This is an optimization exercise on Yosys and OpenROAD, whose aim is small area and a short achievable clock period, not a production implementation.
Function was checked by simulation only, so behaviour that the tests miss may differ from the original.

`design/flow/config.mk`:
```
export PLATFORM = sky130hd
export DESIGN_NAME = aes_round_top
export DESIGN_NICKNAME = aes_round_top
export VERILOG_FILES = /design/flow/design.v
export SDC_FILE = /design/flow/constraint.sdc
export NUM_CORES = 4
export LEC_CHECK = 0
export CAP_MARGIN = 20
export CORE_MARGIN = 2
export CORE_UTILIZATION = 30
export PLACE_DENSITY = 0.55
export SLEW_MARGIN = 20
```
`design/flow/constraint.sdc`:
```
create_clock -name core_clock -period 7.0 [get_ports {clk}]
set_input_delay 1.4000 -clock core_clock [delete_from_list [all_inputs] [get_ports {clk}]]
set_output_delay 1.4000 -clock core_clock [all_outputs]
set_load 0.01 [all_outputs]
```
`design/flow/design.v`:
```
module inv_mixcol (
    input  wire [31:0] x,
    output wire [31:0] y
);
    wire n32 = x[5] ^ x[21];
    wire n33 = x[13] ^ x[29];
    wire n34 = x[14] ^ x[30];
    wire n35 = x[6] ^ x[22];
    wire n36 = n32 ^ n33;
    wire n37 = x[23] ^ x[27];
    wire n38 = x[3] ^ x[31];
    wire n39 = x[7] ^ x[15];
    wire n40 = x[18] ^ n34;
    wire n41 = x[10] ^ n35;
    wire n42 = x[16] ^ n36;
    wire n43 = x[8] ^ x[24];
    wire n44 = x[9] ^ x[25];
    wire n45 = x[4] ^ x[20];
    wire n46 = x[1] ^ x[17];
    wire n47 = x[12] ^ x[28];
    wire n48 = x[26] ^ n41;
    wire n49 = x[2] ^ n40;
    wire n50 = x[11] ^ x[19];
    wire n51 = n39 ^ n50;
    wire n52 = n37 ^ n38;
    wire n53 = x[0] ^ n42;
    wire n54 = n36 ^ n44;
    wire n55 = x[15] ^ n48;
    wire n56 = x[0] ^ x[31];
    wire n57 = x[7] ^ x[11];
    wire n58 = n45 ^ n47;
    wire n59 = n35 ^ n43;
    wire n60 = n51 ^ n52;
    wire n61 = n46 ^ n54;
    wire n62 = x[15] ^ x[23];
    wire n63 = x[7] ^ x[23];
    wire n64 = x[31] ^ n58;
    wire n65 = x[4] ^ n49;
    wire n66 = n48 ^ n57;
    wire n67 = x[20] ^ n49;
    wire n68 = x[19] ^ n55;
    wire n69 = n34 ^ n53;
    wire n70 = x[17] ^ n56;
    wire n71 = x[25] ^ n56;
    wire n72 = n43 ^ n44;
    wire n73 = n34 ^ n45;
    wire n74 = n32 ^ n37;
    wire n75 = x[28] ^ n38;
    wire n76 = n35 ^ n47;
    wire n77 = n35 ^ n46;
    wire n78 = x[22] ^ n39;
    wire n79 = n34 ^ n70;
    wire n80 = x[26] ^ n59;
    wire n81 = n41 ^ n43;
    wire n82 = x[5] ^ n60;
    wire n83 = n32 ^ n64;
    wire n84 = x[21] ^ n60;
    wire n85 = n49 ^ n63;
    wire n86 = n47 ^ n61;
    wire n87 = x[16] ^ n55;
    wire n88 = n46 ^ n53;
    wire n89 = n45 ^ n61;
    wire n90 = n66 ^ n74;
    wire n91 = x[12] ^ n68;
    wire n92 = x[3] ^ x[26];
    wire n93 = x[10] ^ x[19];
    wire n94 = x[1] ^ x[8];
    wire n95 = x[9] ^ x[24];
    wire n96 = x[14] ^ x[29];
    wire n97 = x[23] ^ x[24];
    wire n98 = x[6] ^ x[14];
    wire n99 = x[6] ^ x[30];
    wire n100 = x[8] ^ x[23];
    wire n101 = x[18] ^ x[27];
    wire n102 = x[7] ^ x[31];
    wire n103 = x[12] ^ x[29];
    wire n104 = x[1] ^ x[9];
    wire n105 = x[13] ^ x[30];
    wire n106 = x[2] ^ x[15];
    wire n107 = x[13] ^ x[28];
    wire n108 = x[2] ^ x[9];
    wire n109 = x[22] ^ x[29];
    wire n110 = x[6] ^ x[13];
    wire n111 = x[17] ^ x[25];
    wire n112 = x[7] ^ x[8];
    wire n113 = x[23] ^ x[30];
    wire n114 = x[21] ^ n33;
    wire n115 = n37 ^ n50;
    wire n116 = x[5] ^ n38;
    wire n117 = n33 ^ n98;
    wire n118 = x[31] ^ n100;
    wire n119 = n57 ^ n101;
    wire n120 = n39 ^ n44;
    wire n121 = x[2] ^ n93;
    wire n122 = x[0] ^ n62;
    wire n123 = n62 ^ n99;
    wire n124 = n33 ^ n113;
    wire n125 = x[24] ^ n39;
    wire n126 = n34 ^ n94;
    wire n127 = n62 ^ n95;
    wire n128 = n120 ^ n126;
    wire n129 = n58 ^ n124;
    wire n130 = n71 ^ n112;
    wire n131 = n38 ^ n119;
    wire n132 = n76 ^ n96;
    wire n133 = n52 ^ n121;
    wire n134 = n40 ^ n51;
    wire n135 = n36 ^ n59;
    wire n136 = n77 ^ n127;
    wire n137 = n40 ^ n71;
    wire n138 = n72 ^ n92;
    wire n139 = n63 ^ n117;
    wire n140 = n76 ^ n105;
    wire n141 = n36 ^ n77;
    wire n142 = n59 ^ n102;
    wire n143 = n73 ^ n109;
    wire n144 = n33 ^ n116;
    wire n145 = n73 ^ n110;
    wire n146 = n75 ^ n114;
    wire n147 = x[14] ^ n78;
    wire n148 = n106 ^ n115;
    wire n149 = x[1] ^ n137;
    wire n150 = n79 ^ n97;
    wire n151 = n80 ^ n104;
    wire n152 = n81 ^ n131;
    wire n153 = n42 ^ n142;
    wire n154 = n72 ^ n133;
    wire n155 = n130 ^ n141;
    wire n156 = n64 ^ n139;
    wire n157 = n80 ^ n148;
    wire n158 = n78 ^ n129;
    wire n159 = n42 ^ n128;
    wire n160 = n134 ^ n138;
    wire n161 = n81 ^ n111;
    wire n162 = n79 ^ n108;
    wire n163 = n42 ^ n136;
    wire n164 = n122 ^ n135;
    wire n165 = n82 ^ n140;
    wire n166 = n51 ^ n65;
    wire n167 = n52 ^ n67;
    wire n168 = n83 ^ n123;
    wire n169 = n66 ^ n75;
    wire n170 = n65 ^ n146;
    wire n171 = n67 ^ n144;
    wire n172 = n65 ^ n103;
    wire n173 = n84 ^ n132;
    wire n174 = n54 ^ n150;
    wire n175 = n53 ^ n160;
    wire n176 = n82 ^ n143;
    wire n177 = n85 ^ n151;
    wire n178 = n83 ^ n147;
    wire n179 = n84 ^ n145;
    wire n180 = n85 ^ n161;
    wire n181 = n67 ^ n107;
    wire n182 = n88 ^ n157;
    wire n183 = n69 ^ n125;
    wire n184 = n37 ^ n89;
    wire n185 = n68 ^ n170;
    wire n186 = n86 ^ n167;
    wire n187 = n90 ^ n172;
    wire n188 = n87 ^ n149;
    wire n189 = n88 ^ n152;
    wire n190 = n87 ^ n162;
    wire n191 = n69 ^ n154;
    wire n192 = n90 ^ n181;
    wire n193 = n86 ^ n166;
    wire n194 = n89 ^ n169;
    wire n195 = n69 ^ n118;
    wire n196 = n91 ^ n184;
    wire n197 = n91 ^ n171;
    assign y[0] = n153;
    assign y[1] = n174;
    assign y[2] = n188;
    assign y[3] = n182;
    assign y[4] = n186;
    assign y[5] = n185;
    assign y[6] = n176;
    assign y[7] = n168;
    assign y[8] = n183;
    assign y[9] = n155;
    assign y[10] = n177;
    assign y[11] = n191;
    assign y[12] = n194;
    assign y[13] = n187;
    assign y[14] = n165;
    assign y[15] = n156;
    assign y[16] = n164;
    assign y[17] = n159;
    assign y[18] = n190;
    assign y[19] = n189;
    assign y[20] = n193;
    assign y[21] = n197;
    assign y[22] = n179;
    assign y[23] = n178;
    assign y[24] = n195;
    assign y[25] = n163;
    assign y[26] = n180;
    assign y[27] = n175;
    assign y[28] = n196;
    assign y[29] = n192;
    assign y[30] = n173;
    assign y[31] = n158;
endmodule
module inv_sbox (
    input  wire clk,
    input  wire [7:0] y,
    output wire [7:0] s
);
    wire n8 = y[4] ^ y[6];
    wire n9 = y[0] ^ y[1];
    wire n10 = y[3] ^ y[4];
    wire n11 = y[3] ^ y[6];
    wire n12 = y[2] ^ y[7];
    wire n13 = n8 ^ n9;
    wire n14 = y[6] ^ y[7];
    wire n15 = y[7] ^ n8;
    wire n16 = n9 ^ n11;
    wire n17 = y[5] ^ n8;
    wire n18 = y[0] ^ y[3];
    wire n19 = y[1] ^ y[2];
    wire n20 = y[4] ^ y[7];
    wire n21 = y[0] ^ y[7];
    wire n22 = y[1] ^ y[5];
    wire n23 = y[5] ^ n10;
    wire n24 = y[0] ^ n10;
    wire n25 = n9 ^ n14;
    wire n26 = y[5] ^ n12;
    wire n27 = n9 ^ n10;
    wire n28 = n11 ^ n21;
    wire n29 = n10 ^ n19;
    wire n30 = n11 ^ n22;
    wire n31 = y[3] ^ n15;
    wire n32 = n12 ^ n13;
    wire n33 = y[0] ^ n17;
    wire n34 = n12 ^ n16;
    wire n35 = y[2] ^ n17;
    wire n36 = y[5] ^ n13;
    wire n37 = ~n26;
    wire n38 = ~n15;
    wire n39 = ~n24;
    wire n40 = ~n30;
    wire n41 = ~n32;
    wire n42 = ~n29;
    wire n43 = ~n13;
    wire n44 = ~n25;
    wire n45 = ~n16;
    wire n46 = ~n8;
    wire n47 = ~n14;
    wire n48 = ~n31;
    wire n49 = ~n18;
    wire n50 = ~n34;
    wire n51 = ~n23;
    wire n52 = ~n33;
    wire n53 = n37 & n43;
    wire n54 = n38 & n20;
    wire n55 = n35 & n44;
    wire n56 = n36 & n45;
    wire n57 = n39 & n46;
    wire n58 = n40 & n27;
    wire n59 = n41 & n10;
    wire n60 = n28 & n47;
    wire n61 = n42 & n48;
    wire n62 = n58 ^ n59;
    wire n63 = n55 ^ n59;
    wire n64 = n53 ^ n60;
    wire n65 = n56 ^ n51;
    wire n66 = n57 ^ n52;
    wire n67 = n54 ^ n50;
    wire n68 = n60 ^ n62;
    wire n69 = n61 ^ n67;
    wire n70 = n61 ^ n62;
    wire n71 = n49 ^ n64;
    wire n72 = n63 ^ n69;
    wire n73 = n66 ^ n70;
    wire n74 = n63 ^ n71;
    wire n75 = n65 ^ n68;
    reg r76;
    reg r77;
    reg r78;
    reg r79;
    reg r80;
    reg r81;
    reg r82;
    reg r83;
    reg r84;
    reg r85;
    reg r86;
    reg r87;
    wire n88 = r80 ^ r82;
    wire n89 = r81 ^ r83;
    wire n90 = r80 ^ r81;
    wire n91 = r82 ^ r83;
    wire n92 = n88 ^ n89;
    wire n93 = r84 ^ r86;
    wire n94 = r85 ^ r87;
    wire n95 = r84 ^ r85;
    wire n96 = r86 ^ r87;
    wire n97 = n93 ^ n94;
    wire n98 = r76 ^ r78;
    wire n99 = r77 ^ r79;
    wire n100 = n99 ^ n98;
    wire n101 = r76 & r78;
    wire n102 = r77 & r79;
    wire n103 = r76 ^ r77;
    wire n104 = r78 ^ r79;
    wire n105 = n103 & n104;
    wire n106 = n105 ^ n101;
    wire n107 = n105 ^ n102;
    wire n108 = n106 ^ n100;
    wire n109 = n107 ^ n99;
    wire n110 = n109 & r78;
    wire n111 = n108 & r79;
    wire n112 = n109 ^ n108;
    wire n113 = r78 ^ r79;
    wire n114 = n112 & n113;
    wire n115 = n114 ^ n110;
    wire n116 = n114 ^ n111;
    wire n117 = n109 & r76;
    wire n118 = n108 & r77;
    wire n119 = n109 ^ n108;
    wire n120 = r76 ^ r77;
    wire n121 = n119 & n120;
    wire n122 = n121 ^ n117;
    wire n123 = n121 ^ n118;
    wire n124 = n115 ^ n122;
    wire n125 = n116 ^ n123;
    wire n126 = n115 ^ n116;
    wire n127 = n122 ^ n123;
    wire n128 = n124 ^ n125;
    wire n129 = n115 & r84;
    wire n130 = n116 & r85;
    wire n131 = n126 & n95;
    wire n132 = n122 & r86;
    wire n133 = n123 & r87;
    wire n134 = n127 & n96;
    wire n135 = n124 & n93;
    wire n136 = n125 & n94;
    wire n137 = n128 & n97;
    wire n138 = n115 & r80;
    wire n139 = n116 & r81;
    wire n140 = n126 & n90;
    wire n141 = n122 & r82;
    wire n142 = n123 & r83;
    wire n143 = n127 & n91;
    wire n144 = n124 & n88;
    wire n145 = n125 & n89;
    wire n146 = n128 & n92;
    wire n147 = n135 ^ n144;
    wire n148 = n134 ^ n147;
    wire n149 = n133 ^ n148;
    wire n150 = n137 ^ n145;
    wire n151 = n142 ^ n143;
    wire n152 = n130 ^ n138;
    wire n153 = n149 ^ n150;
    wire n154 = n140 ^ n141;
    wire n155 = n131 ^ n136;
    wire n156 = n132 ^ n139;
    wire n157 = n129 ^ n152;
    wire n158 = n142 ^ n154;
    wire n159 = n151 ^ n156;
    wire n160 = n146 ^ n149;
    wire n161 = n138 ^ n140;
    wire n162 = n129 ^ n135;
    wire n163 = n133 ^ n145;
    wire n164 = n141 ^ n143;
    wire n165 = n152 ^ n155;
    wire n166 = n155 ^ n162;
    wire n167 = n147 ^ n163;
    wire n168 = n137 ^ n151;
    wire n169 = n150 ^ n157;
    wire n170 = n159 ^ n165;
    wire n171 = n136 ^ n157;
    wire n172 = n148 ^ n159;
    wire n173 = n139 ^ n158;
    wire n174 = n158 ^ n171;
    wire n175 = n167 ^ n170;
    wire n176 = n169 ^ n172;
    wire n177 = n160 ^ n174;
    wire n178 = n153 ^ n164;
    wire n179 = n153 ^ n161;
    wire n180 = n153 ^ n173;
    wire n181 = n160 ^ n168;
    always @(posedge clk) begin
        r76 <= n74;
        r77 <= n72;
        r78 <= n75;
        r79 <= n73;
        r80 <= n37;
        r81 <= n38;
        r82 <= n36;
        r83 <= n39;
        r84 <= n43;
        r85 <= n20;
        r86 <= n45;
        r87 <= n46;
    end
    assign s[0] = n166;
    assign s[1] = n181;
    assign s[2] = n180;
    assign s[3] = n177;
    assign s[4] = n179;
    assign s[5] = n176;
    assign s[6] = n175;
    assign s[7] = n178;
endmodule
module aes_round_top (
    input  wire         clk,
    input  wire         rst,
    input  wire         in_valid,
    input  wire [127:0] state_in,
    input  wire [127:0] round_key,
    output wire         out_valid,
    output wire [127:0] state_out
);
    reg [2:0] vld;
    always @(posedge clk) begin
        if (rst) vld <= 3'd0;
        else     vld <= {vld[1:0], in_valid};
    end
    assign out_valid = vld[2];
    wire [127:0] ark = state_in ^ round_key;
    reg  [127:0] ark_q;
    always @(posedge clk) ark_q <= ark;
    wire [127:0] mc;
    genvar c, r;
    generate
        for (c = 0; c < 4; c = c + 1) begin : g_col
            inv_mixcol u_mc (.x(ark_q[127 - 32*c -: 32]), .y(mc[127 - 32*c -: 32]));
        end
    endgenerate
    wire [127:0] mc_q = mc;
    wire [127:0] sb;
    generate
        for (c = 0; c < 4; c = c + 1) begin : g_sc
            for (r = 0; r < 4; r = r + 1) begin : g_sr
                inv_sbox u_sb (.clk(clk), .y(mc_q[127 - 8*(4*((c + 4 - r) % 4) + r) -: 8]), .s(sb[127 - 8*(4*c + r) -: 8]));
            end
        end
    endgenerate
    reg  [127:0] sb_q;
    always @(posedge clk) sb_q <= sb;
    assign state_out = sb_q;
endmodule
```
`design/flow/run.sh`:
```
#!/bin/bash
# synth_recipe.tcl (not shown) runs the flow's synth.tcl, then flattens the netlist and writes it again
# the make line also repeats each setting of config.mk as NAME=value (left out here)
make -C /OpenROAD-flow-scripts/flow DESIGN_CONFIG=/design/flow/config.mk WORK_HOME=/design/flow/orfs CLKGATE_MAP_FILE= SYNTH_SCRIPT=/design/flow/synth_recipe.tcl finish
```
==> results.txt <==
[state kept, by name, indices dropped and copies added, names as in the netlist]
name,flops
g_sc.g_sr.u_sb.r83,16
g_sc.g_sr.u_sb.r78,16
g_sc.g_sr.u_sb.r79,16
g_sc.g_sr.u_sb.r76,16
sb_q,128
g_sc.g_sr.u_sb.r82,16
g_sc.g_sr.u_sb.r77,16
ark_q,128
g_sc.g_sr.u_sb.r85,16
g_sc.g_sr.u_sb.r84,16
vld,3
g_sc.g_sr.u_sb.r86,16
g_sc.g_sr.u_sb.r80,16
g_sc.g_sr.u_sb.r87,16
g_sc.g_sr.u_sb.r81,16
[cells in the final DEF, fill, tap and decap left out, types with 32 or more instances in the layout]
cell type        netlist  routed
xnor2_2               47      50
a22oi_1               98      98
a21oi_1              164     164
mux2_2                89      89
xnor2_1             1232    1229
nand2_1              402     402
nand3_1               66      66
xnor3_1              108     108
dfxtp_1              451     451
ha_1                  32      32
o21ai_0              225     221
nor2b_1               45      45
clkdlybuf4s50_1        0     387
xor2_1               659     658
nor2_1               288     288
inv_1                 92      92
nor3_1                68      68
o22ai_1               50      50
clkbuf_16              0      61
xor3_1                34      34
mux2i_1               92      92
o211ai_1              41      41
nand2b_1              92      92
[worst max-delay path by stage]
| stage | start | to | slack, ns | depth (start not counted) |
|---|---|---|---|---|
| global route | g_sc[3].g_sr[1].u_sb.r77 | sb_q[23] | 2.17 | 11 |
| CTS | g_sc[3].g_sr[1].u_sb.r77 | sb_q[23] | 2.55 | 11 |
| detailed placement | g_sc[3].g_sr[1].u_sb.r77 | sb_q[18] | 2.57 | 11 |
| floorplan | g_sc[2].g_sr[3].u_sb.r76 | sb_q[33] | 3.56 | 12 |
| global placement | g_sc[3].g_sr[1].u_sb.r77 | sb_q[23] | 2.67 | 11 |
| finish | g_sc[3].g_sr[1].u_sb.r77 | sb_q[23] | 2.58 | 11 |
[final cells by class]
| type | instances | area, um2 |
|---|---|---|
| fillers | 15300 | 97140 |
| multi-input cells | 4266 | 34330 |
| flip-flops and latches | 451 | 9029 |
| repair buffers | 414 | 4071 |
| well taps | 2016 | 2522 |
| clock buffers | 71 | 1614 |
| clock inverters | 38 | 359.1 |
| inverters | 93 | 349.1 |
[kinds of logic (layout without fill, tap and decap cells)]
group,Yosys count,count (layout),share of synthesized area
AO/OA/AOI/OAI,822,822,0.1175
XOR/XNOR,2129,2129,0.4806
adder cells (fa/ha/maj),34,34,0.009345
buffers and inverters,422,616,0.03680
flip-flops,451,451,0.2007
multiplexers,184,184,0.04361
AND/OR/NAND/NOR,1097,1097,0.1115
[stage by stage]
step             util  setup WS [ns]
6_report       0.3499          2.577
5_1_grt        0.3499          2.174
4_1_cts        0.3496          2.555
3_5_place_dp   0.3364          2.573
3_3_place_gp   0.3364          2.668
2_1_floorplan       -          3.557
[per-layer routing]
metal / global-route usage / vias to the layer above / share of wire / wire (um)
li1: - / 17350 / - / -
met1: 0.1795 / 15580 / 0.47 / 50100
met2: 0.2327 / 489 / 0.48 / 50960
met3: 0.01876 / 106 / 0.036 / 3816
met4: 0.03033 / 0 / 0.018 / 1932
met5: 0 / - / 0 / 0
[cells in the mapped netlist (31+ instances only)]
master and n:
xnor2_1 1232, xor2_1 659, dfxtp_1 451, nand2_1 402, nor2_1 288, clkbuf_1 275
o21ai_0 225, a21oi_1 164, xnor3_1 108, a22oi_1 98, inv_1 92, mux2i_1 92
nand2b_1 92, mux2_2 89, nor3_1 68, nand3_1 66, o22ai_1 50, xnor2_2 47
buf_2 45, nor2b_1 45, o211ai_1 41, xor3_1 34, ha_1 32, a31oi_1 31
[worst register-to-register path: stages (launching register included)]
cell     delay [ns]
dfxtp_1        0.51
ha_1           0.25
xnor3_1        0.53
xnor2_1        0.29
mux2_2         0.37
a22oi_1        0.78
xnor2_1        0.26
xnor2_1        0.19
or2_2          0.34
xor2_1         0.30
xor2_1         0.37
xnor2_1        0.12
==> flow_summary.ini <==
[run_status]
status = timing/DRC/antenna clean

[setup_path]
cp_cell_sequence = ha_1 > xnor3_1 > xnor2_1 > mux2_2 > a22oi_1 > xnor2_1 > xnor2_1 > or2_2 > xor2_1 > xor2_1 > xnor2_1
cp_data_arrival_time_ns = 4.94
path_buf_inv = 0
critPathMaxStageDelay_ns = 0.78
path_common_cell = xnor2_1
required_ns = 7.52
crit_path_end_kind = flip-flop
crit_fanout = 13
reg2reg_from = g_sc[3].g_sr[1].u_sb.r77
crit_slowest_cell = a22oi_1
path_class = flip-flop to flip-flop
reg2reg_to = sb_q[23]
critPathTopFamily = XOR/XNOR gates
ff2ff_setup_slack_ns = 2.58
critPathLaunchType = flip-flop
reg2reg_depth = 11

[timing]
worst_pin_slew_ns = 1.087
skew_ns = 0.01574
whs_ns = 0.4450
finalHoldViolCount = 0
fin_crit_sh = 0.6318
slew_violations = 0
rsz0062_at_grt = no
slew-limit-headroom = 0.2727
fin_tns_setup_ns = 0
clock.fmax_mhz = 226.1
min_period_ns = 4.423
finalSetupViolations = 0

[clock_tree]
clkLatencyLatePin_ns = 0.64
root_buffer = clkbuf_16
htreeDepth = 2
hold_buffers = 0
cts_tree = done
cts_buffers = 58
cts_buffer_depth = 3
cts.clk_slew.worst_paths_ns = 0.06
post_cts_buffers = 0
cts_resized = 0
cts_sinks = 451

[floorplan]
die_h_um = 391.2
die-area_um2 = 153100
core_area_um2 = 149400
die_x_um = 391.2
start_util = 0.3011
core.rowCount = 142
io_pins = 388

[synthesis]
avgSynthCellArea_um2 = 8.754
syn_inst = 5139
synth.area.top_cells = xnor2_1 24%, dfxtp_1 20%, xor2_1 13%
syn_area_um2 = 44990
synth_ff_type = dfxtp_1
yosysWarnings = 2
yosys.area.top_type = xnor2_1
seq_area_frac_synth = 0.2007
synth_cell_type_count = 74
synth_edf_count = 0
synth_top_area_frac = 0.2399
synth_seq_cells = 451
syn_nets = 5430
async_flop_share = 0

[min_path]
hold_class = flip-flop to flip-flop
hp-start = vld[1]
min_to = vld[2]
whs_path_depth = 1

[global_routing]
track_usage = 0.1357
grt_first_pass_wirelength_um = 171800
grt_max_degree = 19
grt_pass1_vias = 32140
overflow = 0
antenna_found_initial = 7

[drt]
drt_iter0_markers = 1845
routed_wl_um = 106800
ant_nets = 0
viasPerCell = 4.561
wl_per_cell_um = 14.53
first_pass_iters = 7
route.detailed.drc = 0
vias = 33520

[cells_and_area]
fin_cells = 7349
fin_area_um2 = 52280
diodes = 0
synthToLayoutAreaGrowth_pct = 16.21
final_nets = 5575
drive_above_1_share = 0.06807

[placement]
gp_congestion = 0.8352
dp.cells = 7239
portBuffers = 387
dp_hpwl_um = 84090
postPlaceCellArea_um2 = 50270

[job]
maxCapViolations = 0

separate check: timing with driven ports:
The flow's constraints put no driver on any port. The routed layout listed below was extracted and timed again, unchanged, in two steps.
Step 1 sets driving cells, clkbuf_16 on the clock port and buf_2 on the other inputs (assumed; they add their load-dependent delay and slew).
Step 2, shift: input delay + t, output delay - t, t = (earliest + latest rising clock arrival at the registers) / 2. This alone moves slack from input paths to output paths.
Slacks: ideal / step 1 / step 2; pairs: ideal / step 1.
t (ns): 0.714
setup slack, ns: 2.577 / 2.577 / 2.577
worst slew at a driven data input, ns: 0.05
cell pins on the clock port's net: 1
After both steps this run still meets setup and hold. The setup slack of this run moves by 0.000 ns with the drivers and by 0.000 ns with both steps.
